What follows belongs to an exercise in optimizing a design on an open flow for small area; a production flow would make more cautious choices.
In this exercise RTL edits were held to simulation tests only and were not proved equivalent to the original.
Power and IR drop assume default switching activity.

[flow/config.mk]
export PLATFORM = sky130hd
export DESIGN_NAME = parking_system_top
export DESIGN_NICKNAME = parking_system_top
export VERILOG_FILES = /design/flow/design.v
export SDC_FILE = /design/flow/constraint.sdc
export NUM_CORES = 4
export LEC_CHECK = 0
export CAP_MARGIN = 20
export CORE_MARGIN = 2
export CORE_UTILIZATION = 40
export GPL_TIMING_DRIVEN = 0
export SLEW_MARGIN = 20
[flow/constraint.sdc]
create_clock -name core_clock -period 20.0 [get_ports {clk}]
set_input_delay 4.0000 -clock core_clock [delete_from_list [all_inputs] [get_ports {clk}]]
set_output_delay 4.0000 -clock core_clock [all_outputs]
set_load 0.01 [all_outputs]
[flow/design.v]
module parking_system_top(clk, reset, car_enter, car_exit, car_sel, car1_state, car2_state, car3_state, full_flag, empty_flag, led_timer_1, led_timer_2, led_timer_3, led_cost_1, led_cost_2, led_cost_3);
  input clk;
  wire clk;
  input reset;
  wire reset;
  input car_enter;
  wire car_enter;
  input car_exit;
  wire car_exit;
  input [2:0] car_sel;
  wire [2:0] car_sel;
  output car1_state;
  wire car1_state;
  output car2_state;
  wire car2_state;
  output car3_state;
  wire car3_state;
  output full_flag;
  wire full_flag;
  output empty_flag;
  wire empty_flag;
  output [6:0] led_timer_1;
  wire [6:0] led_timer_1;
  output [6:0] led_timer_2;
  wire [6:0] led_timer_2;
  output [6:0] led_timer_3;
  wire [6:0] led_timer_3;
  output [6:0] led_cost_1;
  wire [6:0] led_cost_1;
  output [6:0] led_cost_2;
  wire [6:0] led_cost_2;
  output [6:0] led_cost_3;
  wire [6:0] led_cost_3;
  reg car_ctrl_car1_state ;
  reg car_ctrl_car2_state ;
  reg car_ctrl_car3_state ;
  wire car_ctrl_car_enter ;
  wire car_ctrl_car_exit ;
  wire [2:0] car_ctrl_car_sel ;
  wire car_ctrl_clk ;
  wire [3:0] car_ctrl_du ;
  wire [3:0] car_ctrl_eh ;
  wire [3:0] car_ctrl_et ;
  wire [3:0] car_ctrl_eu ;
  wire car_ctrl_in1 ;
  wire car_ctrl_in2 ;
  wire car_ctrl_in3 ;
  wire car_ctrl_mem_clk ;
  reg [11:0] car_ctrl_mem_r1 ;
  reg [11:0] car_ctrl_mem_r2 ;
  reg [11:0] car_ctrl_mem_r3 ;
  wire [11:0] car_ctrl_mem_wdata ;
  wire [2:0] car_ctrl_mem_we ;
  reg [2:0] car_ctrl_ptr ;
  wire [11:0] car_ctrl_r1 ;
  wire [11:0] car_ctrl_r2 ;
  wire [11:0] car_ctrl_r3 ;
  wire car_ctrl_reset ;
  wire [3:0] car_ctrl_sub_h_a ;
  wire [3:0] car_ctrl_sub_t_a ;
  wire [3:0] car_ctrl_sub_u_a ;
  wire car_ctrl_sub_u_bi ;
  wire [4:0] car_ctrl_sub_u_br ;
  wire [3:0] car_ctrl_sub_u_d ;
  wire [3:0] car_ctrl_sub_u_x ;
  wire [11:0] car_ctrl_timer_bcd ;
  wire [11:0] car_ctrl_wdata ;
  wire clk_div_inst_clk ;
  wire clk_div_inst_fb ;
  reg clk_div_inst_ph ;
  reg [4:0] clk_div_inst_q ;
  wire clk_div_inst_reset ;
  wire cost_display1_off14 ;
  wire [6:0] cost_display1_seg ;
  wire cost_display2_off14 ;
  wire [6:0] cost_display2_seg ;
  wire cost_display3_off14 ;
  wire [6:0] cost_display3_seg ;
  wire flag_ctrl_car1_state ;
  wire flag_ctrl_car2_state ;
  wire flag_ctrl_car3_state ;
  wire flag_ctrl_clk ;
  reg flag_ctrl_empty_flag ;
  reg flag_ctrl_full_flag ;
  wire flag_ctrl_reset ;
  wire n_0;
  wire n_1;
  wire n_10;
  wire n_100;
  wire n_101;
  wire n_102;
  wire n_103;
  wire n_104;
  wire n_105;
  wire n_106;
  wire n_107;
  wire n_108;
  wire n_109;
  wire n_11;
  wire n_110;
  wire n_111;
  wire n_112;
  wire n_113;
  wire n_114;
  wire n_115;
  wire n_116;
  wire n_117;
  wire n_118;
  wire n_119;
  wire n_12;
  wire n_120;
  wire n_121;
  wire n_122;
  wire n_123;
  wire n_124;
  wire n_125;
  wire n_126;
  wire n_127;
  wire n_128;
  wire n_129;
  wire n_13;
  wire n_130;
  wire n_131;
  wire n_132;
  wire n_133;
  wire n_134;
  wire n_135;
  wire n_136;
  wire n_137;
  wire n_138;
  wire n_139;
  wire n_14;
  wire n_140;
  wire n_141;
  wire n_142;
  wire n_143;
  wire n_144;
  wire n_145;
  wire n_146;
  wire n_147;
  wire n_148;
  wire n_149;
  wire n_15;
  wire n_150;
  wire n_151;
  wire n_152;
  wire n_153;
  wire n_154;
  wire n_155;
  wire n_156;
  wire n_157;
  wire n_158;
  wire n_159;
  wire n_16;
  wire n_160;
  wire n_161;
  wire n_162;
  wire n_163;
  wire n_164;
  wire n_165;
  wire n_166;
  wire n_167;
  wire n_168;
  wire n_169;
  wire n_17;
  wire n_170;
  wire n_171;
  wire n_172;
  wire n_173;
  wire n_174;
  wire n_175;
  wire n_176;
  wire n_177;
  wire n_178;
  wire n_179;
  wire n_18;
  wire n_180;
  wire n_181;
  wire n_182;
  wire n_183;
  wire n_184;
  wire n_185;
  wire n_186;
  wire n_187;
  wire n_188;
  wire n_189;
  wire n_19;
  wire n_190;
  wire n_191;
  wire n_192;
  wire n_193;
  wire n_194;
  wire n_195;
  wire n_196;
  wire n_197;
  wire n_198;
  wire n_199;
  wire n_2;
  wire n_20;
  wire n_200;
  wire n_201;
  wire n_202;
  wire n_203;
  wire n_204;
  wire n_205;
  wire n_206;
  wire n_207;
  wire n_208;
  wire n_209;
  wire n_21;
  wire n_210;
  wire n_211;
  wire n_212;
  wire n_213;
  wire n_214;
  wire n_215;
  wire n_216;
  wire n_217;
  wire n_218;
  wire n_219;
  wire n_22;
  wire n_220;
  wire n_221;
  wire n_222;
  wire n_223;
  wire n_224;
  wire n_225;
  wire n_226;
  wire n_227;
  wire n_228;
  wire n_229;
  wire n_23;
  wire n_230;
  wire n_231;
  wire n_232;
  wire n_233;
  wire n_234;
  wire n_235;
  wire n_236;
  wire n_237;
  wire n_238;
  wire n_239;
  wire n_24;
  wire n_240;
  wire n_241;
  wire n_242;
  wire n_243;
  wire n_244;
  wire n_245;
  wire n_246;
  wire n_247;
  wire n_248;
  wire n_249;
  wire n_25;
  wire n_250;
  wire n_251;
  wire n_252;
  wire n_253;
  wire n_254;
  wire n_255;
  wire n_256;
  wire n_257;
  wire n_258;
  wire n_259;
  wire n_26;
  wire n_260;
  wire n_261;
  wire n_262;
  wire n_263;
  wire n_264;
  wire n_265;
  wire n_266;
  wire n_267;
  wire n_268;
  wire n_269;
  wire n_27;
  wire n_270;
  wire n_271;
  wire n_272;
  wire n_273;
  wire n_274;
  wire n_275;
  wire n_276;
  wire n_277;
  wire n_278;
  wire n_279;
  wire n_28;
  wire n_280;
  wire n_29;
  wire n_3;
  wire n_30;
  wire n_31;
  wire n_32;
  wire n_33;
  wire n_34;
  wire n_35;
  wire n_36;
  wire n_37;
  wire n_38;
  wire n_39;
  wire n_4;
  wire n_40;
  wire n_41;
  wire n_42;
  wire n_43;
  wire n_44;
  wire n_45;
  wire n_46;
  wire n_47;
  wire n_48;
  wire n_49;
  wire n_5;
  wire n_50;
  wire n_51;
  wire n_52;
  wire n_53;
  wire n_54;
  wire n_55;
  wire n_56;
  wire n_57;
  wire n_58;
  wire n_59;
  wire n_6;
  wire n_60;
  wire n_61;
  wire n_62;
  wire n_63;
  wire n_64;
  wire n_65;
  wire n_66;
  wire n_67;
  wire n_68;
  wire n_69;
  wire n_7;
  wire n_70;
  wire n_71;
  wire n_72;
  wire n_73;
  wire n_74;
  wire n_75;
  wire n_76;
  wire n_77;
  wire n_78;
  wire n_79;
  wire n_8;
  wire n_80;
  wire n_81;
  wire n_82;
  wire n_83;
  wire n_84;
  wire n_85;
  wire n_86;
  wire n_87;
  wire n_88;
  wire n_89;
  wire n_9;
  wire n_90;
  wire n_91;
  wire n_92;
  wire n_93;
  wire n_94;
  wire n_95;
  wire n_96;
  wire n_97;
  wire n_98;
  wire n_99;
  wire [11:0] timer_bcd;
  wire [3:0] timer_display1_d ;
  wire timer_display1_off14 ;
  wire [6:0] timer_display1_seg ;
  wire [3:0] timer_display2_d ;
  wire timer_display2_off14 ;
  wire [6:0] timer_display2_seg ;
  wire [3:0] timer_display3_d ;
  wire timer_display3_off14 ;
  wire [6:0] timer_display3_seg ;
  wire timer_inst_clk ;
  reg [3:0] timer_inst_hun ;
  reg [3:0] timer_inst_one ;
  wire timer_inst_reset ;
  reg [3:0] timer_inst_ten ;
  assign n_116 = ~timer_inst_hun [0];
  assign n_115 = car_sel[1] & ~(car_sel[0]);
  assign n_114 = n_115 & ~(car_sel[2]);
  assign n_113 = car_exit & ~(car_enter);
  assign n_112 = car_ctrl_car2_state  & n_113;
  assign n_196 = n_114 & n_112;
  assign n_111 = ~(car_ctrl_mem_r2 [11] & n_196);
  assign n_110 = ~(car_sel[1] | car_sel[0]);
  assign n_109 = car_sel[2] & n_110;
  assign n_108 = car_ctrl_car3_state  & n_113;
  assign n_144 = n_109 & n_108;
  assign n_107 = car_sel[0] & ~(car_sel[1]);
  assign n_106 = n_107 & ~(car_sel[2]);
  assign n_105 = car_ctrl_car1_state  & n_113;
  assign n_195 = n_106 & n_105;
  assign n_104 = ~((car_ctrl_mem_r3 [11] & n_144) | (n_195 & car_ctrl_mem_r1 [11]));
  assign n_103 = n_111 & n_104;
  assign n_102 = ~(timer_inst_hun [3] | n_103);
  assign n_101 = ~(car_ctrl_mem_r2 [10] & n_196);
  assign n_100 = ~((car_ctrl_mem_r3 [10] & n_144) | (n_195 & car_ctrl_mem_r1 [10]));
  assign n_99 = n_101 & n_100;
  assign n_98 = timer_inst_hun [2] | n_99;
  assign n_97 = ~(car_ctrl_mem_r3 [9] & n_144);
  assign n_96 = ~((car_ctrl_mem_r2 [9] & n_196) | (n_195 & car_ctrl_mem_r1 [9]));
  assign n_95 = n_97 & n_96;
  assign n_94 = ~(timer_inst_hun [1] | n_95);
  assign n_93 = ~(car_ctrl_mem_r2 [8] & n_196);
  assign n_92 = ~((car_ctrl_mem_r3 [8] & n_144) | (n_195 & car_ctrl_mem_r1 [8]));
  assign n_91 = n_93 & n_92;
  assign n_90 = timer_inst_hun [0] | n_91;
  assign n_89 = ~(car_ctrl_mem_r3 [7] & n_144);
  assign n_88 = ~((car_ctrl_mem_r2 [7] & n_196) | (n_195 & car_ctrl_mem_r1 [7]));
  assign n_87 = n_89 & n_88;
  assign n_86 = ~(timer_inst_ten [3] | n_87);
  assign n_85 = ~(car_ctrl_mem_r2 [6] & n_196);
  assign n_84 = ~((car_ctrl_mem_r3 [6] & n_144) | (n_195 & car_ctrl_mem_r1 [6]));
  assign n_83 = n_85 & n_84;
  assign n_82 = timer_inst_ten [2] | n_83;
  assign n_81 = ~(car_ctrl_mem_r3 [5] & n_144);
  assign n_80 = ~((car_ctrl_mem_r2 [5] & n_196) | (n_195 & car_ctrl_mem_r1 [5]));
  assign n_79 = n_81 & n_80;
  assign n_78 = ~(timer_inst_ten [1] | n_79);
  assign n_77 = ~(car_ctrl_mem_r3 [4] & n_144);
  assign n_76 = ~((car_ctrl_mem_r2 [4] & n_196) | (n_195 & car_ctrl_mem_r1 [4]));
  assign n_75 = n_77 & n_76;
  assign n_74 = timer_inst_ten [0] | n_75;
  assign n_73 = ~(car_ctrl_mem_r2 [3] & n_196);
  assign n_72 = ~((car_ctrl_mem_r3 [3] & n_144) | (n_195 & car_ctrl_mem_r1 [3]));
  assign n_71 = n_73 & n_72;
  assign n_70 = ~(timer_inst_one [3] | n_71);
  assign n_69 = ~(car_ctrl_mem_r3 [2] & n_144);
  assign n_68 = ~((car_ctrl_mem_r2 [2] & n_196) | (n_195 & car_ctrl_mem_r1 [2]));
  assign n_67 = n_69 & n_68;
  assign n_66 = timer_inst_one [2] | n_67;
  assign n_65 = ~(car_ctrl_mem_r2 [1] & n_196);
  assign n_64 = ~((car_ctrl_mem_r3 [1] & n_144) | (n_195 & car_ctrl_mem_r1 [1]));
  assign n_63 = n_65 & n_64;
  assign n_62 = ~(timer_inst_one [1] | n_63);
  assign n_61 = ~(car_ctrl_mem_r2 [0] & n_196);
  assign n_60 = ~((car_ctrl_mem_r3 [0] & n_144) | (n_195 & car_ctrl_mem_r1 [0]));
  assign n_59 = n_61 & n_60;
  assign n_58 = ~(timer_inst_one [0] | n_59);
  assign n_57 = ~(timer_inst_one [1] & n_63);
  assign n_56 = n_62 | ~(n_57);
  assign n_55 = ~((n_58 & n_57) | n_62);
  assign n_54 = ~(timer_inst_one [2] ^ n_67);
  assign n_53 = ~((n_55 | n_54) & n_66);
  assign n_52 = timer_inst_one [3] ^ n_71;
  assign n_51 = ~((n_53 & n_52) | n_70);
  assign n_50 = ~(timer_inst_ten [0] ^ n_75);
  assign n_49 = ~((n_51 | n_50) & n_74);
  assign n_48 = ~(timer_inst_ten [1] & n_79);
  assign n_47 = n_78 | ~(n_48);
  assign n_46 = ~((n_49 & n_48) | n_78);
  assign n_45 = ~(timer_inst_ten [2] ^ n_83);
  assign n_44 = ~((n_46 | n_45) & n_82);
  assign n_43 = ~(timer_inst_ten [3] & n_87);
  assign n_42 = n_86 | ~(n_43);
  assign n_41 = ~((n_44 & n_43) | n_86);
  assign n_40 = ~(timer_inst_hun [0] ^ n_91);
  assign n_39 = ~((n_41 | n_40) & n_90);
  assign n_38 = ~(timer_inst_hun [1] & n_95);
  assign n_37 = n_94 | ~(n_38);
  assign n_36 = ~((n_39 & n_38) | n_94);
  assign n_35 = ~(timer_inst_hun [2] ^ n_99);
  assign n_34 = ~((n_36 | n_35) & n_98);
  assign n_33 = ~(timer_inst_hun [3] ^ n_103);
  assign n_32 = ~n_33;
  assign n_31 = ~((n_34 & n_32) | n_102);
  assign n_30 = ~n_31;
  assign n_29 = ~(n_55 ^ n_54);
  assign n_28 = n_58 ^ n_56;
  assign n_27 = n_51 | ~(n_28);
  assign n_26 = ~((n_29 & n_28) | n_51);
  assign n_25 = ~(n_29 ^ n_27);
  assign n_24 = ~(n_53 ^ n_52);
  assign n_23 = ~(n_26 ^ n_24);
  assign n_22 = n_31 | n_23;
  assign n_21 = n_31 | ~(n_25);
  assign n_20 = ~(n_31 ^ n_25);
  assign car_ctrl_eu [2] = n_22 & n_20;
  assign n_19 = n_51 ^ n_28;
  assign n_18 = ~n_19;
  assign n_17 = ~(n_21 & n_18);
  assign car_ctrl_eu [1] = ~(n_22 & n_17);
  assign n_16 = n_51 ^ n_50;
  assign n_15 = ~((n_21 | n_19) & n_22);
  assign n_14 = n_16 | ~(n_15);
  assign n_13 = ~(n_44 ^ n_42);
  assign n_12 = ~(n_49 ^ n_47);
  assign n_11 = n_46 ^ n_45;
  assign n_10 = ~(n_12 | n_11);
  assign n_9 = ~(n_41 | n_10);
  assign n_8 = ~(n_13 ^ n_9);
  assign n_7 = ~n_8;
  assign n_6 = n_14 | n_8;
  assign n_5 = ~(n_41 | n_12);
  assign n_4 = ~(n_11 ^ n_5);
  assign n_3 = ~(n_41 ^ n_12);
  assign n_2 = n_11 & ~(n_3);
  assign n_1 = n_4 & n_3;
  assign n_0 = ~((n_14 & n_1) | n_2);
  assign n_280 = ~((n_6 | n_4) & n_0);
  assign car_ctrl_et [2] = n_30 ? n_280 : n_4;
  assign n_279 = n_8 | ~(n_3);
  assign n_278 = ~(n_14 & n_279);
  assign n_277 = ~((n_6 | n_2) & n_278);
  assign n_276 = n_30 ? n_277 : n_3;
  assign car_ctrl_et [1] = ~n_276;
  assign car_ctrl_et [0] = ~(n_16 ^ n_15);
  assign n_275 = n_36 ^ n_35;
  assign n_274 = ~(n_39 ^ n_37);
  assign n_273 = ~(n_31 | n_274);
  assign n_272 = ~(n_11 | n_3);
  assign n_271 = n_14 | ~(n_272);
  assign n_270 = ~((n_7 & n_271) | n_31);
  assign n_269 = n_41 ^ n_40;
  assign n_268 = n_270 & ~(n_269);
  assign n_267 = n_273 | n_268;
  assign car_ctrl_eh [2] = ~(n_275 ^ n_267);
  assign n_266 = ~(n_31 ^ n_274);
  assign n_265 = ~(n_34 ^ n_33);
  assign n_264 = ~(n_275 | n_274);
  assign n_263 = ~(n_31 | n_264);
  assign n_262 = ~(n_265 ^ n_263);
  assign n_261 = ~n_262;
  assign n_260 = ~(n_268 & n_261);
  assign n_259 = n_266 | n_260;
  assign car_ctrl_eh [1] = n_266 ^ n_260;
  assign car_ctrl_eh [0] = ~(n_270 ^ n_269);
  assign n_258 = clk_div_inst_q [4] & ~(clk_div_inst_q [3]);
  assign n_257 = ~(clk_div_inst_q [1] | clk_div_inst_q [0]);
  assign n_256 = ~(n_258 & n_257);
  assign n_255 = ~(clk_div_inst_ph  | n_256);
  assign n_254 = timer_inst_one [0] & n_255;
  assign n_253 = ~(timer_inst_one [1] & timer_inst_one [0]);
  assign n_252 = ~(timer_inst_one [1] & n_254);
  assign n_251 = timer_inst_one [2] & ~(n_253);
  assign n_194 = ~(timer_inst_one [2] ^ n_252);
  assign n_250 = timer_inst_one [3] | ~(n_254);
  assign n_193 = ~(timer_inst_one [1] ^ n_250);
  assign n_192 = timer_inst_one [0] ^ n_255;
  assign n_249 = timer_inst_one [3] & n_254;
  assign n_248 = ~(timer_inst_one [3] & n_254);
  assign n_247 = timer_inst_ten [0] & n_249;
  assign n_246 = ~(timer_inst_ten [0] & n_249);
  assign n_245 = timer_inst_ten [2] | ~(timer_inst_ten [1]);
  assign n_244 = ~(timer_inst_ten [1] & timer_inst_ten [0]);
  assign n_243 = timer_inst_ten [2] & n_244;
  assign n_242 = ~((n_248 | n_244) & timer_inst_ten [2]);
  assign n_191 = ~((n_246 | n_245) & n_242);
  assign n_241 = n_247 & ~(timer_inst_ten [3]);
  assign n_240 = timer_inst_ten [1] & n_241;
  assign n_190 = timer_inst_ten [1] ^ n_241;
  assign n_189 = ~(timer_inst_ten [0] ^ n_248);
  assign n_239 = ~(timer_inst_ten [3] & n_247);
  assign n_238 = n_116 | n_239;
  assign n_237 = timer_inst_hun [2] | ~(timer_inst_hun [1]);
  assign n_236 = ~(timer_inst_hun [1] & timer_inst_hun [0]);
  assign n_235 = timer_inst_hun [2] & n_236;
  assign n_234 = ~((n_239 | n_236) & timer_inst_hun [2]);
  assign n_188 = ~((n_238 | n_237) & n_234);
  assign n_233 = ~(timer_inst_hun [3] | n_238);
  assign n_232 = timer_inst_hun [1] & n_233;
  assign n_187 = timer_inst_hun [1] ^ n_233;
  assign n_186 = ~(timer_inst_hun [0] ^ n_239);
  assign n_231 = ~(car_ctrl_mem_r1 [9] & car_ctrl_ptr [0]);
  assign n_230 = ~((car_ctrl_mem_r2 [9] & car_ctrl_ptr [1]) | (car_ctrl_ptr [2] & car_ctrl_mem_r3 [9]));
  assign n_229 = n_231 & n_230;
  assign n_228 = ~(car_ctrl_mem_r1 [8] & car_ctrl_ptr [0]);
  assign n_227 = ~((car_ctrl_mem_r2 [8] & car_ctrl_ptr [1]) | (car_ctrl_ptr [2] & car_ctrl_mem_r3 [8]));
  assign n_226 = n_228 & n_227;
  assign n_225 = n_229 | n_226;
  assign n_224 = ~(car_ctrl_mem_r2 [10] & car_ctrl_ptr [1]);
  assign n_223 = ~((car_ctrl_mem_r1 [10] & car_ctrl_ptr [0]) | (car_ctrl_ptr [2] & car_ctrl_mem_r3 [10]));
  assign n_222 = n_224 & n_223;
  assign n_221 = ~(car_ctrl_mem_r2 [11] & car_ctrl_ptr [1]);
  assign n_220 = ~((car_ctrl_mem_r1 [11] & car_ctrl_ptr [0]) | (car_ctrl_ptr [2] & car_ctrl_mem_r3 [11]));
  assign n_219 = n_221 & n_220;
  assign n_218 = n_222 & n_219;
  assign n_217 = n_225 & ~(n_218);
  assign n_216 = n_222 & ~(n_229);
  assign led_cost_1[6] = ~(n_217 | n_216);
  assign n_215 = timer_inst_ten [2] & ~(timer_inst_ten [1]);
  assign led_timer_2[4] = timer_inst_ten [0] | n_215;
  assign n_214 = timer_inst_ten [3] | timer_inst_ten [2];
  assign n_213 = ~(timer_inst_ten [1] | n_214);
  assign timer_display2_off14  = timer_inst_ten [0] ? n_213 : n_215;
  assign n_212 = timer_inst_ten [1] | timer_inst_ten [0];
  assign led_timer_2[1] = n_243 & n_212;
  assign led_timer_2[2] = ~(timer_inst_ten [0] | n_245);
  assign n_211 = timer_inst_ten [2] & ~(n_244);
  assign led_timer_2[3] = timer_display2_off14  | n_211;
  assign n_210 = ~(n_244 & n_214);
  assign led_timer_2[5] = n_212 & n_210;
  assign led_timer_2[6] = n_245 & n_210;
  assign n_209 = timer_inst_one [2] & ~(timer_inst_one [1]);
  assign led_timer_3[4] = timer_inst_one [0] | n_209;
  assign n_208 = timer_inst_one [2] | timer_inst_one [3];
  assign n_207 = ~(timer_inst_one [1] | n_208);
  assign timer_display1_off14  = timer_inst_one [0] ? n_207 : n_209;
  assign n_206 = ~(timer_inst_one [1] | timer_inst_one [0]);
  assign n_205 = timer_inst_one [2] & n_253;
  assign led_timer_3[1] = n_205 & ~(n_206);
  assign n_204 = timer_inst_one [1] & ~(timer_inst_one [2]);
  assign led_timer_3[2] = n_204 & ~(timer_inst_one [0]);
  assign led_timer_3[3] = n_251 | timer_display1_off14 ;
  assign n_203 = ~(car_ctrl_mem_r1 [4] & car_ctrl_ptr [0]);
  assign n_202 = ~((car_ctrl_mem_r2 [4] & car_ctrl_ptr [1]) | (car_ctrl_ptr [2] & car_ctrl_mem_r3 [4]));
  assign n_201 = n_203 & n_202;
  assign n_200 = ~(car_ctrl_mem_r1 [5] & car_ctrl_ptr [0]);
  assign n_199 = ~((car_ctrl_mem_r2 [5] & car_ctrl_ptr [1]) | (car_ctrl_ptr [2] & car_ctrl_mem_r3 [5]));
  assign n_198 = n_200 & n_199;
  assign n_197 = ~(car_ctrl_mem_r1 [6] & car_ctrl_ptr [0]);
  assign n_185 = ~((car_ctrl_mem_r2 [6] & car_ctrl_ptr [1]) | (car_ctrl_ptr [2] & car_ctrl_mem_r3 [6]));
  assign n_184 = n_197 & n_185;
  assign n_183 = ~(car_ctrl_mem_r1 [7] & car_ctrl_ptr [0]);
  assign n_182 = ~((car_ctrl_mem_r2 [7] & car_ctrl_ptr [1]) | (car_ctrl_ptr [2] & car_ctrl_mem_r3 [7]));
  assign n_181 = n_183 & n_182;
  assign n_180 = n_184 & n_181;
  assign n_179 = ~(n_198 & n_180);
  assign n_178 = n_184 | ~(n_198);
  assign n_177 = n_201 & ~(n_198);
  assign led_cost_2[4] = ~(n_201 & n_178);
  assign n_176 = n_201 ? n_178 : n_179;
  assign cost_display2_off14  = ~n_176;
  assign led_timer_3[5] = ~((n_253 & n_208) | n_206);
  assign n_175 = timer_inst_hun [2] & ~(timer_inst_hun [1]);
  assign led_timer_1[4] = timer_inst_hun [0] | n_175;
  assign n_174 = timer_inst_hun [3] | timer_inst_hun [2];
  assign n_173 = ~(timer_inst_hun [1] | n_174);
  assign timer_display3_off14  = timer_inst_hun [0] ? n_173 : n_175;
  assign n_172 = ~(n_201 & n_198);
  assign n_171 = n_201 | n_198;
  assign n_170 = n_172 & n_171;
  assign led_cost_2[1] = n_170 & ~(n_184);
  assign led_timer_3[6] = n_251 | n_207;
  assign n_169 = car_ctrl_car1_state  & car_ctrl_car2_state ;
  assign n_167 = car_ctrl_car3_state  & n_169;
  assign n_168 = ~(car_ctrl_car1_state  | car_ctrl_car2_state );
  assign n_166 = n_168 & ~(car_ctrl_car3_state );
  assign car_ctrl_eu [3] = ~((n_30 | n_23) & (n_21 | n_18));
  assign led_cost_2[2] = n_184 & n_177;
  assign n_165 = n_184 | n_171;
  assign led_cost_2[3] = ~(n_176 & n_165);
  assign n_164 = n_229 ^ n_226;
  assign led_cost_1[1] = n_164 & ~(n_222);
  assign n_163 = timer_inst_hun [1] | timer_inst_hun [0];
  assign led_timer_1[1] = n_235 & n_163;
  assign n_162 = ~(n_180 & n_172);
  assign led_cost_2[5] = ~(n_171 & n_162);
  assign n_161 = n_14 ? n_272 : n_1;
  assign car_ctrl_et [3] = n_30 ? n_161 : n_8;
  assign car_ctrl_eh [3] = ~((n_268 | n_261) & (n_259 | n_275));
  assign car_ctrl_in1  = car_enter & n_106;
  assign car_ctrl_in2  = car_enter & n_114;
  assign car_ctrl_in3  = car_enter & n_109;
  assign car_ctrl_mem_we [2] = n_144 | car_ctrl_in3 ;
  assign car_ctrl_mem_we [0] = n_195 | car_ctrl_in1 ;
  assign car_ctrl_mem_we [1] = n_196 | car_ctrl_in2 ;
  assign n_160 = n_222 | ~(n_229);
  assign led_cost_1[4] = ~(n_226 & n_160);
  assign n_159 = ~((n_229 & n_218) | n_226);
  assign cost_display3_off14  = led_cost_1[4] & ~(n_159);
  assign n_158 = ~(n_236 & n_174);
  assign led_timer_1[6] = n_237 & n_158;
  assign led_cost_1[5] = ~((n_229 & n_226) | n_217);
  assign led_cost_1[2] = n_226 & n_216;
  assign led_cost_2[6] = ~(n_179 & n_165);
  assign led_timer_1[2] = n_116 & ~(n_237);
  assign car_ctrl_eu [0] = ~(timer_inst_one [0] ^ n_59);
  assign n_157 = ~(n_225 | n_222);
  assign led_cost_1[3] = cost_display3_off14  | n_157;
  assign n_156 = ~(car_ctrl_mem_r1 [0] & car_ctrl_ptr [0]);
  assign n_117 = ~((car_ctrl_mem_r2 [0] & car_ctrl_ptr [1]) | (car_ctrl_ptr [2] & car_ctrl_mem_r3 [0]));
  assign n_118 = n_156 & n_117;
  assign n_119 = ~(car_ctrl_mem_r1 [1] & car_ctrl_ptr [0]);
  assign n_120 = ~((car_ctrl_mem_r2 [1] & car_ctrl_ptr [1]) | (car_ctrl_ptr [2] & car_ctrl_mem_r3 [1]));
  assign n_121 = n_119 & n_120;
  assign n_123 = ~(car_ctrl_mem_r1 [2] & car_ctrl_ptr [0]);
  assign n_125 = ~((car_ctrl_mem_r2 [2] & car_ctrl_ptr [1]) | (car_ctrl_ptr [2] & car_ctrl_mem_r3 [2]));
  assign n_128 = n_123 & n_125;
  assign n_129 = ~(car_ctrl_mem_r1 [3] & car_ctrl_ptr [0]);
  assign n_131 = ~((car_ctrl_mem_r2 [3] & car_ctrl_ptr [1]) | (car_ctrl_ptr [2] & car_ctrl_mem_r3 [3]));
  assign n_132 = n_129 & n_131;
  assign n_133 = n_128 & n_132;
  assign n_134 = ~(n_121 & n_133);
  assign n_135 = n_128 | ~(n_121);
  assign n_136 = n_118 & ~(n_121);
  assign led_cost_3[4] = ~(n_118 & n_135);
  assign n_137 = n_118 ? n_135 : n_134;
  assign cost_display1_off14  = ~n_137;
  assign n_138 = ~(n_118 & n_121);
  assign n_139 = n_118 | n_121;
  assign n_140 = n_128 | ~(n_139);
  assign led_cost_3[1] = n_138 & ~(n_140);
  assign led_cost_3[2] = n_128 & n_136;
  assign n_141 = n_128 | n_139;
  assign led_cost_3[3] = ~(n_137 & n_141);
  assign n_142 = n_114 | ~(car_exit);
  assign n_143 = n_106 | n_142;
  assign n_145 = ~(car_enter | n_195);
  assign n_146 = ~(n_196 | n_144);
  assign n_147 = n_145 & n_146;
  assign n_130 = ~((n_109 | n_143) & n_147);
  assign n_148 = timer_inst_hun [2] & ~(n_236);
  assign led_timer_1[3] = timer_display3_off14  | n_148;
  assign n_149 = ~((n_255 & n_251) | timer_inst_one [3]);
  assign n_127 = n_248 & ~(n_149);
  assign n_150 = ~((timer_inst_ten [3] & n_246) | (n_240 & timer_inst_ten [2]));
  assign n_126 = ~n_150;
  assign n_151 = ~(n_133 & n_138);
  assign led_cost_3[5] = ~(n_139 & n_151);
  assign n_152 = ~((timer_inst_hun [3] & n_238) | (n_232 & timer_inst_hun [2]));
  assign n_124 = ~n_152;
  assign n_153 = clk_div_inst_q [0] | ~(clk_div_inst_q [3]);
  assign n_154 = ~(clk_div_inst_q [0] & clk_div_inst_q [2]);
  assign n_155 = clk_div_inst_q [2] & ~(clk_div_inst_q [4]);
  assign clk_div_inst_fb  = ~((clk_div_inst_q [4] & n_154) | (n_155 & n_153));
  assign n_122 = ~(clk_div_inst_ph  ^ n_256);
  assign led_timer_1[5] = n_163 & n_158;
  assign led_cost_3[6] = ~(n_134 & n_141);
  always @(posedge clk, posedge reset)
    if (reset) car_ctrl_ptr [0] <= 1'h0;
    else if (n_130) car_ctrl_ptr [0] <= n_195;
  always @(posedge clk, posedge reset)
    if (reset) car_ctrl_ptr [1] <= 1'h0;
    else if (n_130) car_ctrl_ptr [1] <= n_196;
  always @(posedge clk, posedge reset)
    if (reset) car_ctrl_ptr [2] <= 1'h0;
    else if (n_130) car_ctrl_ptr [2] <= n_144;
  always @(posedge clk, posedge reset)
    if (reset) car_ctrl_car1_state  <= 1'h0;
    else if (car_ctrl_mem_we [0]) car_ctrl_car1_state  <= car_ctrl_in1 ;
  always @(posedge clk, posedge reset)
    if (reset) car_ctrl_car3_state  <= 1'h0;
    else if (car_ctrl_mem_we [2]) car_ctrl_car3_state  <= car_ctrl_in3 ;
  always @(posedge clk, posedge reset)
    if (reset) car_ctrl_car2_state  <= 1'h0;
    else if (car_ctrl_mem_we [1]) car_ctrl_car2_state  <= car_ctrl_in2 ;
  always @(posedge clk)
    if (car_ctrl_mem_we [2]) car_ctrl_mem_r3 [0] <= car_ctrl_eu [0];
  always @(posedge clk)
    if (car_ctrl_mem_we [2]) car_ctrl_mem_r3 [1] <= car_ctrl_eu [1];
  always @(posedge clk)
    if (car_ctrl_mem_we [2]) car_ctrl_mem_r3 [2] <= car_ctrl_eu [2];
  always @(posedge clk)
    if (car_ctrl_mem_we [2]) car_ctrl_mem_r3 [3] <= car_ctrl_eu [3];
  always @(posedge clk)
    if (car_ctrl_mem_we [2]) car_ctrl_mem_r3 [4] <= car_ctrl_et [0];
  always @(posedge clk)
    if (car_ctrl_mem_we [2]) car_ctrl_mem_r3 [5] <= car_ctrl_et [1];
  always @(posedge clk)
    if (car_ctrl_mem_we [2]) car_ctrl_mem_r3 [6] <= car_ctrl_et [2];
  always @(posedge clk)
    if (car_ctrl_mem_we [2]) car_ctrl_mem_r3 [7] <= car_ctrl_et [3];
  always @(posedge clk)
    if (car_ctrl_mem_we [2]) car_ctrl_mem_r3 [8] <= car_ctrl_eh [0];
  always @(posedge clk)
    if (car_ctrl_mem_we [2]) car_ctrl_mem_r3 [9] <= car_ctrl_eh [1];
  always @(posedge clk)
    if (car_ctrl_mem_we [2]) car_ctrl_mem_r3 [10] <= car_ctrl_eh [2];
  always @(posedge clk)
    if (car_ctrl_mem_we [2]) car_ctrl_mem_r3 [11] <= car_ctrl_eh [3];
  always @(posedge clk)
    if (car_ctrl_mem_we [1]) car_ctrl_mem_r2 [0] <= car_ctrl_eu [0];
  always @(posedge clk)
    if (car_ctrl_mem_we [1]) car_ctrl_mem_r2 [1] <= car_ctrl_eu [1];
  always @(posedge clk)
    if (car_ctrl_mem_we [1]) car_ctrl_mem_r2 [2] <= car_ctrl_eu [2];
  always @(posedge clk)
    if (car_ctrl_mem_we [1]) car_ctrl_mem_r2 [3] <= car_ctrl_eu [3];
  always @(posedge clk)
    if (car_ctrl_mem_we [1]) car_ctrl_mem_r2 [4] <= car_ctrl_et [0];
  always @(posedge clk)
    if (car_ctrl_mem_we [1]) car_ctrl_mem_r2 [5] <= car_ctrl_et [1];
  always @(posedge clk)
    if (car_ctrl_mem_we [1]) car_ctrl_mem_r2 [6] <= car_ctrl_et [2];
  always @(posedge clk)
    if (car_ctrl_mem_we [1]) car_ctrl_mem_r2 [7] <= car_ctrl_et [3];
  always @(posedge clk)
    if (car_ctrl_mem_we [1]) car_ctrl_mem_r2 [8] <= car_ctrl_eh [0];
  always @(posedge clk)
    if (car_ctrl_mem_we [1]) car_ctrl_mem_r2 [9] <= car_ctrl_eh [1];
  always @(posedge clk)
    if (car_ctrl_mem_we [1]) car_ctrl_mem_r2 [10] <= car_ctrl_eh [2];
  always @(posedge clk)
    if (car_ctrl_mem_we [1]) car_ctrl_mem_r2 [11] <= car_ctrl_eh [3];
  always @(posedge clk)
    if (car_ctrl_mem_we [0]) car_ctrl_mem_r1 [0] <= car_ctrl_eu [0];
  always @(posedge clk)
    if (car_ctrl_mem_we [0]) car_ctrl_mem_r1 [1] <= car_ctrl_eu [1];
  always @(posedge clk)
    if (car_ctrl_mem_we [0]) car_ctrl_mem_r1 [2] <= car_ctrl_eu [2];
  always @(posedge clk)
    if (car_ctrl_mem_we [0]) car_ctrl_mem_r1 [3] <= car_ctrl_eu [3];
  always @(posedge clk)
    if (car_ctrl_mem_we [0]) car_ctrl_mem_r1 [4] <= car_ctrl_et [0];
  always @(posedge clk)
    if (car_ctrl_mem_we [0]) car_ctrl_mem_r1 [5] <= car_ctrl_et [1];
  always @(posedge clk)
    if (car_ctrl_mem_we [0]) car_ctrl_mem_r1 [6] <= car_ctrl_et [2];
  always @(posedge clk)
    if (car_ctrl_mem_we [0]) car_ctrl_mem_r1 [7] <= car_ctrl_et [3];
  always @(posedge clk)
    if (car_ctrl_mem_we [0]) car_ctrl_mem_r1 [8] <= car_ctrl_eh [0];
  always @(posedge clk)
    if (car_ctrl_mem_we [0]) car_ctrl_mem_r1 [9] <= car_ctrl_eh [1];
  always @(posedge clk)
    if (car_ctrl_mem_we [0]) car_ctrl_mem_r1 [10] <= car_ctrl_eh [2];
  always @(posedge clk)
    if (car_ctrl_mem_we [0]) car_ctrl_mem_r1 [11] <= car_ctrl_eh [3];
  always @(posedge clk, posedge reset)
    if (reset) clk_div_inst_q [0] <= 1'h0;
    else clk_div_inst_q [0] <= clk_div_inst_fb ;
  always @(posedge clk, posedge reset)
    if (reset) clk_div_inst_q [1] <= 1'h0;
    else clk_div_inst_q [1] <= clk_div_inst_q [0];
  always @(posedge clk, posedge reset)
    if (reset) clk_div_inst_q [2] <= 1'h0;
    else clk_div_inst_q [2] <= clk_div_inst_q [1];
  always @(posedge clk, posedge reset)
    if (reset) clk_div_inst_q [3] <= 1'h0;
    else clk_div_inst_q [3] <= clk_div_inst_q [2];
  always @(posedge clk, posedge reset)
    if (reset) clk_div_inst_q [4] <= 1'h0;
    else clk_div_inst_q [4] <= clk_div_inst_q [3];
  always @(posedge clk, posedge reset)
    if (reset) clk_div_inst_ph  <= 1'h0;
    else clk_div_inst_ph  <= n_122;
  always @(posedge clk, posedge reset)
    if (reset) timer_inst_one [0] <= 1'h0;
    else timer_inst_one [0] <= n_192;
  always @(posedge clk, posedge reset)
    if (reset) timer_inst_one [1] <= 1'h0;
    else timer_inst_one [1] <= n_193;
  always @(posedge clk, posedge reset)
    if (reset) timer_inst_one [2] <= 1'h0;
    else timer_inst_one [2] <= n_194;
  always @(posedge clk, posedge reset)
    if (reset) timer_inst_one [3] <= 1'h0;
    else timer_inst_one [3] <= n_127;
  always @(posedge clk, posedge reset)
    if (reset) timer_inst_hun [0] <= 1'h0;
    else timer_inst_hun [0] <= n_186;
  always @(posedge clk, posedge reset)
    if (reset) timer_inst_hun [1] <= 1'h0;
    else timer_inst_hun [1] <= n_187;
  always @(posedge clk, posedge reset)
    if (reset) timer_inst_hun [2] <= 1'h0;
    else timer_inst_hun [2] <= n_188;
  always @(posedge clk, posedge reset)
    if (reset) timer_inst_hun [3] <= 1'h0;
    else timer_inst_hun [3] <= n_124;
  always @(posedge clk, posedge reset)
    if (reset) timer_inst_ten [0] <= 1'h0;
    else timer_inst_ten [0] <= n_189;
  always @(posedge clk, posedge reset)
    if (reset) timer_inst_ten [1] <= 1'h0;
    else timer_inst_ten [1] <= n_190;
  always @(posedge clk, posedge reset)
    if (reset) timer_inst_ten [2] <= 1'h0;
    else timer_inst_ten [2] <= n_191;
  always @(posedge clk, posedge reset)
    if (reset) timer_inst_ten [3] <= 1'h0;
    else timer_inst_ten [3] <= n_126;
  always @(posedge clk, posedge reset)
    if (reset) flag_ctrl_full_flag  <= 1'h0;
    else flag_ctrl_full_flag  <= n_167;
  always @(posedge clk, posedge reset)
    if (reset) flag_ctrl_empty_flag  <= 1'h1;
    else flag_ctrl_empty_flag  <= n_166;
  assign flag_ctrl_car3_state  = car_ctrl_car3_state ;
  assign flag_ctrl_car2_state  = car_ctrl_car2_state ;
  assign flag_ctrl_car1_state  = car_ctrl_car1_state ;
  assign flag_ctrl_reset  = reset;
  assign flag_ctrl_clk  = clk;
  assign car_ctrl_clk  = clk;
  assign car_ctrl_reset  = reset;
  assign car_ctrl_car_enter  = car_enter;
  assign car_ctrl_car_exit  = car_exit;
  assign car_ctrl_car_sel  = car_sel;
  assign car_ctrl_timer_bcd  = { timer_inst_hun , timer_inst_ten , timer_inst_one  };
  assign timer_display3_d  = timer_inst_hun ;
  assign timer_display3_seg  = { led_timer_1[6:1], timer_display3_off14  };
  assign cost_display1_seg  = { led_cost_3[6:1], cost_display1_off14  };
  assign car_ctrl_r1  = car_ctrl_mem_r1 ;
  assign car_ctrl_r2  = car_ctrl_mem_r2 ;
  assign car_ctrl_r3  = car_ctrl_mem_r3 ;
  assign car_ctrl_sub_u_x [0] = car_ctrl_eu [0];
  assign car_ctrl_sub_u_br [0] = 1'h0;
  assign car_ctrl_sub_u_d  = { car_ctrl_du [3:1], car_ctrl_eu [0] };
  assign car_ctrl_sub_u_bi  = 1'h0;
  assign car_ctrl_sub_u_a  = timer_inst_one ;
  assign car_ctrl_sub_t_a  = timer_inst_ten ;
  assign timer_display1_seg  = { led_timer_3[6:1], timer_display1_off14  };
  assign timer_display1_d  = timer_inst_one ;
  assign car_ctrl_du [0] = car_ctrl_eu [0];
  assign car_ctrl_sub_h_a  = timer_inst_hun ;
  assign cost_display2_seg  = { led_cost_2[6:1], cost_display2_off14  };
  assign car_ctrl_mem_wdata  = { car_ctrl_eh , car_ctrl_et , car_ctrl_eu  };
  assign car_ctrl_mem_clk  = clk;
  assign timer_inst_clk  = clk;
  assign timer_inst_reset  = reset;
  assign timer_display2_d  = timer_inst_ten ;
  assign timer_display2_seg  = { led_timer_2[6:1], timer_display2_off14  };
  assign car_ctrl_wdata  = { car_ctrl_eh , car_ctrl_et , car_ctrl_eu  };
  assign clk_div_inst_clk  = clk;
  assign clk_div_inst_reset  = reset;
  assign cost_display3_seg  = { led_cost_1[6:1], cost_display3_off14  };
  assign timer_bcd = { timer_inst_hun , timer_inst_ten , timer_inst_one  };
  assign led_cost_3[0] = cost_display1_off14 ;
  assign led_cost_2[0] = cost_display2_off14 ;
  assign led_cost_1[0] = cost_display3_off14 ;
  assign led_timer_3[0] = timer_display1_off14 ;
  assign led_timer_2[0] = timer_display2_off14 ;
  assign led_timer_1[0] = timer_display3_off14 ;
  assign empty_flag = flag_ctrl_empty_flag ;
  assign full_flag = flag_ctrl_full_flag ;
  assign car3_state = car_ctrl_car3_state ;
  assign car2_state = car_ctrl_car2_state ;
  assign car1_state = car_ctrl_car1_state ;
endmodule
[flow/flow/run.sh]
#!/bin/bash
# The standard layout (standard.sh: the ORFS flow and its standard synthesis), with three
# changes to how the layout is built:
#  - after the standard synthesis, its combinational logic is re-mapped for area by Yosys/ABC
#    (flow/reopt.tcl: amap); the registers are kept exactly as the standard synthesis made
#    them (same cells, same names); the rest of the flow then runs on that netlist;
#  - ports are buffered with the smallest buffer (sky130_fd_sc_hd__buf_1) instead of the
#    default pick, a 10 um2 delay buffer; every port still gets its buffer;
#  - clock tree synthesis uses small clock buffers and no dummy loads.
set -euo pipefail
export BUFFER_PORTS_ARGS="-buffer_cell sky130_fd_sc_hd__buf_1"
export CTS_ARGS="-sink_clustering_enable -repair_clock_nets -dont_use_dummy_load -buf_list {sky130_fd_sc_hd__clkbuf_2 sky130_fd_sc_hd__clkbuf_4} -root_buf sky130_fd_sc_hd__clkbuf_4 -sink_clustering_size 20"
bash standard.sh synth > synth.log 2>&1
res=orfs/results/$FLOW_PLATFORM/parking_system_top/base
cp "$res/1_2_yosys.v" standard_synth.v
export REOPT_LIB=$FLOW_HOME/platforms/$FLOW_PLATFORM/lib/sky130_fd_sc_hd__tt_025C_1v80.lib
export REOPT_IN=$PWD/standard_synth.v
export REOPT_OUT=$PWD/reopt_synth.v
yosys -c flow/reopt.tcl > reopt.log 2>&1
cp reopt_synth.v "$res/1_2_yosys.v"
bash standard.sh > standard.log 2>&1
[flow/flow/reopt.tcl]
# Re-map the combinational logic of the standard synthesis for area (yosys -c).
# The registers are kept as they are: same cells, same instance names.
yosys -import
set lib $::env(REOPT_LIB)
read_liberty -ignore_miss_func $lib
read_verilog $::env(REOPT_IN)
hierarchy -top $::env(FLOW_TOP)
tee -o $::env(REOPT_IN).stat stat -liberty $lib $::env(FLOW_TOP)
# registers stay cells; every other cell is replaced by its logic function
setattr -mod -set keep_hierarchy 1 sky130_fd_sc_hd__df* sky130_fd_sc_hd__edf*
flatten
select $::env(FLOW_TOP)
opt_clean
abc -liberty $lib -dont_use sky130_fd_sc_hd__probe_p_8 -dont_use sky130_fd_sc_hd__probec_p_8 -dont_use sky130_fd_sc_hd__lpflow_bleeder_1 -dont_use sky130_fd_sc_hd__lpflow_clkbufkapwr_1 -dont_use sky130_fd_sc_hd__lpflow_clkbufkapwr_16 -dont_use sky130_fd_sc_hd__lpflow_clkbufkapwr_2 -dont_use sky130_fd_sc_hd__lpflow_clkbufkapwr_4 -dont_use sky130_fd_sc_hd__lpflow_clkbufkapwr_8 -dont_use sky130_fd_sc_hd__lpflow_clkinvkapwr_1 -dont_use sky130_fd_sc_hd__lpflow_clkinvkapwr_16 -dont_use sky130_fd_sc_hd__lpflow_clkinvkapwr_2 -dont_use sky130_fd_sc_hd__lpflow_clkinvkapwr_4 -dont_use sky130_fd_sc_hd__lpflow_clkinvkapwr_8 -dont_use sky130_fd_sc_hd__lpflow_decapkapwr_12 -dont_use sky130_fd_sc_hd__lpflow_decapkapwr_3 -dont_use sky130_fd_sc_hd__lpflow_decapkapwr_4 -dont_use sky130_fd_sc_hd__lpflow_decapkapwr_6 -dont_use sky130_fd_sc_hd__lpflow_decapkapwr_8 -dont_use sky130_fd_sc_hd__lpflow_inputiso0n_1 -dont_use sky130_fd_sc_hd__lpflow_inputiso0p_1 -dont_use sky130_fd_sc_hd__lpflow_inputiso1n_1 -dont_use sky130_fd_sc_hd__lpflow_inputiso1p_1 -dont_use sky130_fd_sc_hd__lpflow_inputisolatch_1 -dont_use sky130_fd_sc_hd__lpflow_isobufsrc_1 -dont_use sky130_fd_sc_hd__lpflow_isobufsrc_16 -dont_use sky130_fd_sc_hd__lpflow_isobufsrc_2 -dont_use sky130_fd_sc_hd__lpflow_isobufsrc_4 -dont_use sky130_fd_sc_hd__lpflow_isobufsrc_8 -dont_use sky130_fd_sc_hd__lpflow_isobufsrckapwr_16 -dont_use sky130_fd_sc_hd__lpflow_lsbuf_lh_hl_isowell_tap_1 -dont_use sky130_fd_sc_hd__lpflow_lsbuf_lh_hl_isowell_tap_2 -dont_use sky130_fd_sc_hd__lpflow_lsbuf_lh_hl_isowell_tap_4 -dont_use sky130_fd_sc_hd__lpflow_lsbuf_lh_isowell_4 -dont_use sky130_fd_sc_hd__lpflow_lsbuf_lh_isowell_tap_1 -dont_use sky130_fd_sc_hd__lpflow_lsbuf_lh_isowell_tap_2 -dont_use sky130_fd_sc_hd__lpflow_lsbuf_lh_isowell_tap_4  -script {+strash;dch;amap;topo}
opt_clean -purge
hilomap -singleton -hicell sky130_fd_sc_hd__conb_1 HI -locell sky130_fd_sc_hd__conb_1 LO
insbuf -buf sky130_fd_sc_hd__buf_1 A X
opt_clean -purge
tee -o $::env(REOPT_OUT).stat stat -liberty $lib $::env(FLOW_TOP)
write_verilog -noattr -nohex -nodec -selected $::env(REOPT_OUT)
[flow/standard.sh]
#!/bin/bash
# synth_recipe.tcl (not shown) runs the flow's synth.tcl, then flattens the netlist and writes it again
# the make line also repeats each setting of config.mk as NAME=value (left out here)
make -C /OpenROAD-flow-scripts/flow DESIGN_CONFIG=/design/flow/config.mk WORK_HOME=/design/flow/orfs CLKGATE_MAP_FILE= SYNTH_SCRIPT=/design/flow/synth_recipe.tcl "${@:-finish}"
==> results of run 1 <==
[path summary, 6_finish.rpt]
kind	to	start	cells after the start	slack, ns
max in group asynchronous	timer_inst_ten[0]	reset	2	15.95
min in group asynchronous	clk_div_inst_q[0]	reset	2	3.63
worst max-delay path	car_ctrl_mem_r1[9]	car_sel[0]	45	8.38
worst max register to register	car_ctrl_mem_r1[9]	car_ctrl_car1_state	42	12.03
worst min register to register	clk_div_inst_q[2]	clk_div_inst_q[1]	0	0.39
worst min-delay path	clk_div_inst_q[2]	clk_div_inst_q[1]	0	0.39
[flip-flops by register name, summed over array words and instances, names as in the netlist, 3 cells and up]
name,flops
timer_inst_ten,4
car_ctrl_ptr,3
car_ctrl_mem_r3,12
timer_inst_hun,4
car_ctrl_mem_r1,12
car_ctrl_mem_r2,12
timer_inst_one,4
clk_div_inst_q,5
[final cells by class]
cell class              instances  area, um^2
multi-input cells             276        1500
clock buffers                   9        67.6
repair buffers                 53         199
fillers                       822        4420
well taps                     105         131
inverters                      53         199
flip-flops and latches         62        1730
[power by group]
part | internal (mW) | switching [mW] | leakage, nW
combinational | 0.0125 | 0.0266 | 0.674
clock | 0.0209 | 0.0375 | 0.0414
sequential | 0.143 | 0.00354 | 0.665
total | 0.177 | 0.0676 | 1.38
[per-stage QoR]
step	instance area, um^2	power [mW]
5_1_grt	3830	0.259
3_3_place_gp	3750	0.187
4_1_cts	3830	0.247
3_5_place_dp	3760	0.189
6_report	3830	0.244
2_1_floorplan	3420	0.177
[metal layers]
metal | up-vias | wire length (um) | global-route usage, %
met2 | 83 | 3820 | 29.7
met5 | - | 0 | 0
met1 | 1452 | 3580 | 23.5
met3 | 4 | 412 | 4.19
met4 | 0 | 35 | 4.93
li1 | 1589 | - | -
[worst max-delay path, delay by kind of cell]
kind,cells,cell delay (ns)
and+or+nand+nor,21,3.75
AOI/OAI and AO/OA,15,2.80
buffers and inverters,9,1.21
[layout by cell type, fill, tap and decap left out, types with 2 or more instances in the layout]
master	count
a222oi_1	24
buf_1	53
nor2_2	2
nor2b_1	7
nand3_1	8
o22ai_1	13
and2_0	2
clkinv_1	52
a21o_1	4
o21ai_2	3
edfxtp_1	36
a221oi_1	3
nor4_1	2
dfrtp_1	25
o21a_1	5
a211oi_1	2
nor3_1	14
a21oi_1	33
o21ai_0	30
o41ai_1	4
nand2_1	27
and3_1	2
o31ai_1	4
clkbuf_4	9
o32ai_1	2
nor2_1	78
==> results.py, run 1 <==
metrics = {
    "status": {
        "status": "finished clean",
    },
    "placed_design": {
        "place_congestion": 0.814,
        "numPortBuffers": 53,
        "dp.cells": 549,
        "pre_cts_slack_ns": 7.93,
        "dp_hpwl_um": 5670,
    },
    "timing": {
        "final.min_clock_period_ns": 11.62,
        "maxSlewViolCount": 0,
        "timing.fmax_ghz": 0.0861,
        "rsz0062_at_grt": "no",
        "finClkSkew_ns": 0.0302,
        "whs_ns": 0.391,
        "period_share_pct": 58.1,
        "worst_pin_slew_ns": 1.04,
        "hold_viol": 0,
        "worst_slack_ns": 8.38,
        "final-setup-viol-count": 0,
        "maxSlewHeadroom_pct": 30.6,
        "final.setup.tns_ns": 0,
    },
    "clock_network": {
        "clock-sinks": 62,
        "cts_setup_buffers": 0,
        "htree_levels": 3,
        "cts_tree": "built",
        "path_clk_slew_ns": 0.09,
        "clk_path_buf_depth": 2,
        "clkLatencyLatePin_ns": 0.39,
        "clk_root_buffer_cell": "clkbuf_4",
        "cts_made_buffers": 9,
        "hold_buffers": 0,
        "cts_resized": 0,
    },
    "cells_and_area": {
        "diodes": 0,
        "final_nets": 462,
        "final_util_pct": 46.4,
        "syn_to_final_growth_pct": 12.1,
        "drive_gt1_share_pct": 3.53,
        "instances_no_fill": 558,
    },
    "drt": {
        "dr.pass1.iters": 6,
        "drc_errors": 0,
        "wl_per_cell_um": 14.1,
        "via_per_inst": 5.61,
        "ant_nets": 0,
        "wirelength_um": 7840,
        "drt_iter0_markers": 233,
        "routed-via-count": 3128,
    },
    "hold_path": {
        "hp-class": "flop to flop",
    },
    "floorplan": {
        "core_area_mm2": 0.00826,
        "die_area_mm2": 0.00930,
        "rows": 33,
        "ioPinCount": 54,
        "die-width_um": 96.5,
        "chipHeight_um": 96.5,
        "start_util_pct": 41.4,
    },
    "setup_path": {
        "crit_arrival_ns": 11.76,
        "path_max_fanout": 13,
        "startpoint_type": "primary input",
        "endpoint_kind": "flop",
        "slowest_stage": "nor2_1",
        "crit_type": "primary input to flop",
        "worstPathRequired_ns": 20.14,
        "cp_common_cell": "nor2_1",
        "crit_path_max_incr_delay_ns": 0.80,
    },
    "yosys": {
        "syn_nets": 398,
        "synthesis.area_mm2": 0.00342,
        "syn-mean-instance-area_um2": 8.75,
        "syn_inst": 391,
        "yosys_warnings": 1,
    },
    "grt": {
        "antenna_found_initial": 0,
        "grt_pass1_vias": 2713,
        "grt_util_all_layers_pct": 17.9,
        "grt_pass1_wl_um": 12800,
        "grt_start_max_net_pins": 27,
        "grt_overflow_total": 0,
    },
    "pwr": {
        "p_per_area_mw_per_mm2": 63.7,
        "peakVddDrop_mv": 0.0315,
        "leakagePower_nw": 1.38,
    },
    "job": {
        "cap_violations": 0,
    },
}
==> run 2: changes to the inputs <==
--- a/flow/config.mk
+++ b/flow/config.mk
@@ -5,8 +5,8 @@
 export SDC_FILE = /design/flow/constraint.sdc
 export NUM_CORES = 4
 export LEC_CHECK = 0
-export CAP_MARGIN = 20
+export CAP_MARGIN = 0
 export CORE_MARGIN = 2
 export CORE_UTILIZATION = 40
 export GPL_TIMING_DRIVEN = 0
-export SLEW_MARGIN = 20
+export SLEW_MARGIN = 0
==> run 2 against run 1 <==
First-iteration DRC count is 6.4% lower. Combinational power hardly changed. Critical endpoint is now car_ctrl_mem_r1[11]. Cell count is 0.54% higher. Wire length is 0.55% higher. Core utilization is 0.21 points higher.
==> results.py, run 2 <==
metrics = {
    "status": {
        "status": "finished clean",
    },
    "hold_path": {
        "hold_start": "clk_div_inst_q[1]",
        "holdPathEnd": "clk_div_inst_q[2]",
        "holdPathStages": 0,
        "hp-class": "flop to flop",
    },
    "floorplan": {
        "die_area_mm2": 0.00930,
        "ioPinCount": 54,
        "start_util_pct": 41.4,
        "die-width_um": 96.5,
        "rows": 33,
        "core_area_mm2": 0.00826,
        "chipHeight_um": 96.5,
    },
    "setup_path": {
        "endpoint_kind": "flop",
        "worstPathRequired_ns": 20.20,
        "startpoint_type": "primary input",
        "crit_path_max_incr_delay_ns": 0.86,
        "path_max_fanout": 14,
        "crit_family": "simple AND/OR/NAND/NOR gates",
        "slowest_stage": "nor2_1",
        "cp.buffers_inverters": 9,
        "crit_type": "primary input to flop",
        "worst_r2r_endpoint": "car_ctrl_mem_r1[11]",
        "cp_common_cell": "nor2_1",
        "rrSetupSlack_ns": 11.94,
        "crit_arrival_ns": 11.86,
        "rr_worst_depth": 42,
        "rr_startpoint": "car_ctrl_car2_state",
    },
    "clock_network": {
        "cts_resized": 0,
        "hold_buffers": 0,
        "path_clk_slew_ns": 0.09,
        "clk_path_buf_depth": 2,
        "clkLatencyLatePin_ns": 0.39,
        "htree_levels": 3,
        "cts_tree": "built",
        "clock-sinks": 62,
        "cts_made_buffers": 9,
        "clk_root_buffer_cell": "clkbuf_4",
        "cts_setup_buffers": 0,
    },
    "cells_and_area": {
        "final_common_cell": "nor2_1",
        "drive_gt1_share_pct": 2.85,
        "diodes": 0,
        "top_regs": "car_ctrl_mem_r1 x12, car_ctrl_mem_r2 x12, car_ctrl_mem_r3 x12",
        "syn_to_final_growth_pct": 12.6,
        "instances_no_fill": 561,
        "final_nets": 465,
        "final_util_pct": 46.6,
        "most-common-layout-cells": "80 x nor2_1, 53 x clkinv_1, 53 x buf_1",
    },
    "pwr": {
        "p_sw_uw": 68.0,
        "power_frac_clock_pct": 24.0,
        "pwr-share-comb_pct": 16.1,
        "p_per_area_mw_per_mm2": 63.6,
        "leakagePower_nw": 1.39,
        "intPower_uw": 177,
        "peakVddDrop_mv": 0.0315,
        "seq_power_share_pct": 60.0,
        "switching_share_pct": 27.7,
    },
    "drt": {
        "ant_nets": 0,
        "routed-via-count": 3164,
        "drc_errors": 0,
        "wl_per_cell_um": 14.1,
        "dr.pass1.iters": 5,
        "drt_iter0_markers": 218,
        "wirelength_um": 7890,
        "via_per_inst": 5.64,
    },
    "grt": {
        "grt_pass1_vias": 2737,
        "grt_overflow_total": 0,
        "grt_pass1_wl_um": 12800,
        "grt_util_all_layers_pct": 17.9,
        "grt_start_max_net_pins": 27,
        "antenna_found_initial": 0,
    },
    "timing": {
        "timing.fmax_ghz": 0.0858,
        "worst_slack_ns": 8.34,
        "rsz0062_at_grt": "no",
        "final.setup.tns_ns": 0,
        "final.min_clock_period_ns": 11.66,
        "worst_pin_slew_ns": 1.13,
        "final-setup-viol-count": 0,
        "hold_viol": 0,
        "period_share_pct": 58.3,
        "maxSlewViolCount": 0,
        "maxSlewHeadroom_pct": 24.4,
        "finClkSkew_ns": 0.0243,
    },
    "placed_design": {
        "place_congestion": 0.814,
        "dp_hpwl_um": 5780,
        "dp.cells": 552,
        "pre_cts_slack_ns": 7.94,
        "numPortBuffers": 53,
    },
    "job": {
        "cap_violations": 0,
    },
    "yosys": {
        "synthesis.area_mm2": 0.00342,
        "syn_inst": 391,
        "yosys_warnings": 1,
        "syn-mean-instance-area_um2": 8.75,
        "syn_nets": 398,
    },
}
-- run 2: how the worst max path moves through the flow --
| stage | startpoint | end | slack (ns) | cells after the start |
|---|---|---|---|---|
| after floorplan | car_sel[1] | car_ctrl_mem_r1[9] | 9.54 | 44 |
| after global placement | car_sel[1] | car_ctrl_mem_r1[9] | 8.10 | 45 |
| after detailed placement | car_sel[0] | car_ctrl_mem_r1[9] | 7.94 | 45 |
| after CTS | car_sel[1] | car_ctrl_mem_r1[11] | 8.35 | 45 |
| after global routing | car_sel[0] | car_ctrl_mem_r3[11] | 7.15 | 45 |
| final | car_sel[1] | car_ctrl_mem_r1[11] | 8.34 | 45 |
-- run 2: layout make-up --
class / instances / area (um^2)
fill: 790 / 4410
tap: 105 / 131
clock buffer: 9 / 67.6
sequential: 62 / 1730
multi-input combinational: 276 / 1490
timing repair buffer: 56 / 233
inverter: 53 / 199
-- run 2: power by group through the flow --
stage / registers (mW) / clock network [mW] / logic, mW
floorplan: 0.150 / 0 / 0.0273
global placement: 0.150 / 0 / 0.0379
detailed placement: 0.150 / 0 / 0.0394
CTS: 0.147 / 0.0611 / 0.0396
global route: 0.148 / 0.0668 / 0.0454
finish: 0.147 / 0.0587 / 0.0394
-- run 2: through the flow --
stage	cell area, um^2	hold slack (ns)	power (mW)
6_report	3850	0.383	0.245
5_1_grt	3850	0.390	0.260
4_1_cts	3850	0.385	0.248
3_5_place_dp	3780	0.360	0.189
3_3_place_gp	3750	0.358	0.187
2_1_floorplan	3420	0.354	0.177
-- run 2: metal layers --
| layer | up-vias | wire [um] | global-route usage (%) |
|---|---|---|---|
| li1 | 1599 | - | - |
| met1 | 1481 | 3620 | 23.9 |
| met2 | 78 | 3830 | 29.5 |
| met3 | 6 | 377 | 3.80 |
| met4 | 0 | 59 | 5.40 |
| met5 | - | 0 | 0 |

port drivers added, routing unchanged:
How much do the figures lean on ideal ports? The routed layouts below were timed once more, with nothing changed but the port constraints.
Step 1: set_driving_cell puts a clkbuf_16 on clk and a buf_2 on each other input, an assumption about the parent block.
Step 2 moves the port delays by t, midway between the first and last clock arrival at a register: inputs arrive t later, outputs are due t later. That takes back most of the time a late clock gives input paths.
a / b / c = ideal ports / drivers / drivers and shift; a / b = the first two.
run | t, ns | setup WS [ns] | worst setup path at the end
run 1 | 0.407 | 8.385 / 8.392 / 7.985 | input to register
run 2 | 0.411 | 8.341 / 8.346 / 7.935 | input to register
After both steps setup and hold are still met in every run listed. For run 2, which loses most, drivers alone change the setup slack by +0.005 ns; drivers and shift together by -0.406 ns.
